Context: an optimization exercise on an open-source flow, tuned for small area, a short achievable clock period and few clock cycles per item. The choices shown serve that exercise and are no tape-out recipe. At most, simulation tests tie the RTL to the original design; equivalence was not proved.

## unsigned_nonrestoring
module unsigned_nonrestoring #(
    parameter int WIDTH = 32
) (
    input logic go,
    input logic[WIDTH-1:0] divisor,
    input logic[WIDTH-1:0] dividend,
    input logic clk, rst,
    output logic done,
    output logic[WIDTH-1:0] quotient,
    output logic[WIDTH-1:0] remainder,
    output logic divide_by_zero
);
For scale: about 120 flip-flops, roughly 130 I/O pins.
==> module unsigned_nonrestoring, before the edit <==
module unsigned_nonrestoring #(
    parameter int WIDTH = 32
) (
    input logic go,
    input logic[WIDTH-1:0] divisor,
    input logic[WIDTH-1:0] dividend,
    input logic clk, rst,
    output logic done,
    output logic[WIDTH-1:0] quotient,
    output logic[WIDTH-1:0] remainder,
    output logic divide_by_zero
);
logic align_R, iter_R, done_R, dbz_R;
logic [4:0] cnt_R;
logic [31:0] Q_R, R_R, B_R;
logic [5:0] lza_R, lzb_R;
assign done = done_R;
assign divide_by_zero = dbz_R;
assign quotient = Q_R;
assign remainder = R_R;
function automatic logic [5:0] lzc32(input logic [31:0] x);
    logic [15:0] v1; logic [15:0] c1;
    logic [7:0] v2; logic [1:0] c2 [8];
    logic [3:0] v3; logic [2:0] c3 [4];
    logic [1:0] v4; logic [3:0] c4 [2];
    for (int i = 0; i < 16; i++) begin
        v1[i] = x[2*i+1] | x[2*i];
        c1[i] = ~x[2*i+1];
    end
    for (int i = 0; i < 8; i++) begin
        v2[i] = v1[2*i+1] | v1[2*i];
        c2[i] = v1[2*i+1] ? {1'b0, c1[2*i+1]} : {1'b1, c1[2*i]};
    end
    for (int i = 0; i < 4; i++) begin
        v3[i] = v2[2*i+1] | v2[2*i];
        c3[i] = v2[2*i+1] ? {1'b0, c2[2*i+1]} : {1'b1, c2[2*i]};
    end
    for (int i = 0; i < 2; i++) begin
        v4[i] = v3[2*i+1] | v3[2*i];
        c4[i] = v3[2*i+1] ? {1'b0, c3[2*i+1]} : {1'b1, c3[2*i]};
    end
    if (v4[1]) lzc32 = {2'b00, c4[1]};
    else if (v4[0]) lzc32 = {2'b01, c4[0]};
    else lzc32 = 6'd32;
endfunction
logic [6:0] d;
logic [31:0] bsh;
logic bzero, qzero;
always_comb begin
    d = {1'b0, lzb_R} - {1'b0, lza_R};
    bzero = lzb_R[5];
    qzero = d[6];
    bsh = divisor << d[4:0];
end
logic [32:0] diff;
logic qd;
always_comb begin
    diff = {1'b0, R_R} - {1'b0, B_R};
    qd = !diff[32];
end
always_ff @(posedge clk or posedge rst) begin
    if (rst) begin
        align_R <= 1'b0;
        iter_R <= 1'b0;
        done_R <= 1'b0;
        dbz_R <= 1'b0;
    end else begin
        done_R <= 1'b0;
        if (align_R) begin
            align_R <= 1'b0;
            dbz_R <= bzero;
            if (bzero || qzero) done_R <= 1'b1;
            else iter_R <= 1'b1;
        end else if (iter_R) begin
            if (cnt_R == 5'd0) begin
                iter_R <= 1'b0;
                done_R <= 1'b1;
            end
        end else if (go) begin
            align_R <= 1'b1;
        end
    end
end
always_ff @(posedge clk) begin
    lza_R <= lzc32(dividend);
    lzb_R <= lzc32(divisor);
    if (align_R) begin
        B_R <= bsh;
        Q_R <= '0;
        cnt_R <= d[4:0];
    end else begin
        B_R <= {1'b0, B_R[31:1]};
        Q_R <= {Q_R[30:0], qd};
        cnt_R <= cnt_R - 5'd1;
    end
    if (!align_R && !iter_R) R_R <= dividend;
    else if (iter_R && qd) R_R <= diff[31:0];
end
endmodule
export LEC_CHECK = 0
export CAP_MARGIN = 20
export CORE_MARGIN = 2
export CORE_UTILIZATION = 40
export SETUP_SLACK_MARGIN = 3.0
export SLEW_MARGIN = 20
create_clock -name core_clock -period 6.0 [get_ports {clk}]
standard.sh (not shown) runs the stock make flow with config.mk's settings and CLKGATE_MAP_FILE= SYNTH_SCRIPT=/design/flow/synth_recipe.tcl, a recipe that flattens the netlist after the stock synthesis.
==> flow/flow/run.sh <==
#!/bin/bash
# The standard layout, with the port buffers made from the smallest plain buffer
# (buf_1) instead of the cell buffer_ports picks by itself.
set -euo pipefail
bash standard.sh 'BUFFER_PORTS_ARGS=-buffer_cell sky130_fd_sc_hd__buf_1' finish > make.log 2>&1
The first run completed without violations.
Testbench counts at the start, summed over its fixed seeds: cycles 32,890, divisions 3,200.
Edit:
--- a/flow/design.v
+++ b/flow/design.v
@@ -11,12 +11,13 @@
     output logic divide_by_zero
 );
-logic align_R, iter_R, done_R, dbz_R;
+logic align_R, iter_R, fix_R, done_R, dbz_R;
 logic [4:0] cnt_R;
-logic [31:0] Q_R, R_R, B_R;
+logic [31:0] Q_R, B_R;
+logic [32:0] R_R;
 logic [5:0] lza_R, lzb_R;
 assign done = done_R;
 assign divide_by_zero = dbz_R;
 assign quotient = Q_R;
-assign remainder = R_R;
+assign remainder = R_R[31:0];
 function automatic logic [5:0] lzc32(input logic [31:0] x);
     logic [15:0] v1; logic [15:0] c1;
@@ -53,9 +54,9 @@
     bsh = divisor << d[4:0];
 end
-logic [32:0] diff;
-logic qd;
+logic [32:0] sum;
+logic last;
 always_comb begin
-    diff = {1'b0, R_R} - {1'b0, B_R};
-    qd = !diff[32];
+    sum = R_R[32] ? R_R + {1'b0, B_R} : R_R - {1'b0, B_R};
+    last = (cnt_R == 5'd0);
 end
 always_ff @(posedge clk or posedge rst) begin
@@ -63,4 +64,5 @@
         align_R <= 1'b0;
         iter_R <= 1'b0;
+        fix_R <= 1'b0;
         done_R <= 1'b0;
         dbz_R <= 1'b0;
@@ -73,8 +75,12 @@
             else iter_R <= 1'b1;
         end else if (iter_R) begin
-            if (cnt_R == 5'd0) begin
+            if (last) begin
                 iter_R <= 1'b0;
-                done_R <= 1'b1;
+                if (sum[32]) fix_R <= 1'b1;
+                else done_R <= 1'b1;
             end
+        end else if (fix_R) begin
+            fix_R <= 1'b0;
+            done_R <= 1'b1;
         end else if (go) begin
             align_R <= 1'b1;
@@ -90,10 +96,10 @@
         cnt_R <= d[4:0];
     end else begin
-        B_R <= {1'b0, B_R[31:1]};
-        Q_R <= {Q_R[30:0], qd};
+        if (!last) B_R <= {1'b0, B_R[31:1]};
+        if (!fix_R) Q_R <= {Q_R[30:0], !sum[32]};
         cnt_R <= cnt_R - 5'd1;
     end
-    if (!align_R && !iter_R) R_R <= dividend;
-    else if (iter_R && qd) R_R <= diff[31:0];
+    if (!align_R && !iter_R && !fix_R) R_R <= {1'b0, dividend};
+    else if (!align_R) R_R <= sum;
 end
 endmodule
The changed run passed the timing, DRC and antenna checks. Hold slack improves by 14 ps. Wire length came out higher by 33%. Non-clock buffer count came out higher by 93. Final area came out higher by 38%. Global-route usage came out higher by 0.94 points. Clock skew barely changes. Final cell count came out higher by 18%. Setup slack degrades by 620 ps.
Only the layout flow was run in the second run of this note; the RTL was not checked for function there.

==> static timing again, ports no longer ideal <==
The results above use ideal ports. As a check the final layouts listed here were re-extracted and re-timed, cells and wires unchanged.
Step 1 (the two cells are an assumption about what drives the block):
set clk [get_ports {clk}]
set_driving_cell -lib_cell sky130_fd_sc_hd__clkbuf_16 $clk
set_driving_cell -lib_cell sky130_fd_sc_hd__buf_2 [delete_from_list [all_inputs] $clk]
Step 2 times the ports against the registers' clock, not the clock port: input delays grow and output delays shrink by t, the midpoint of the rising clock arrivals with the driver on.
a / b / c = no drivers / after step 1 / after step 2; a / b = the first two.
run	t (ns)	setup WS [ns]	slew at the worst register clock pin (ns)	worst data-port slew with drivers (ns)	pins driven straight from the clock port
the first run	0.466	2.809 / 2.809 / 2.809	0.06 / 0.06	0.05	1
the second run	0.466	2.190 / 2.190 / 2.190	0.07 / 0.07	0.04	1
After both steps every run listed still meets setup and hold.
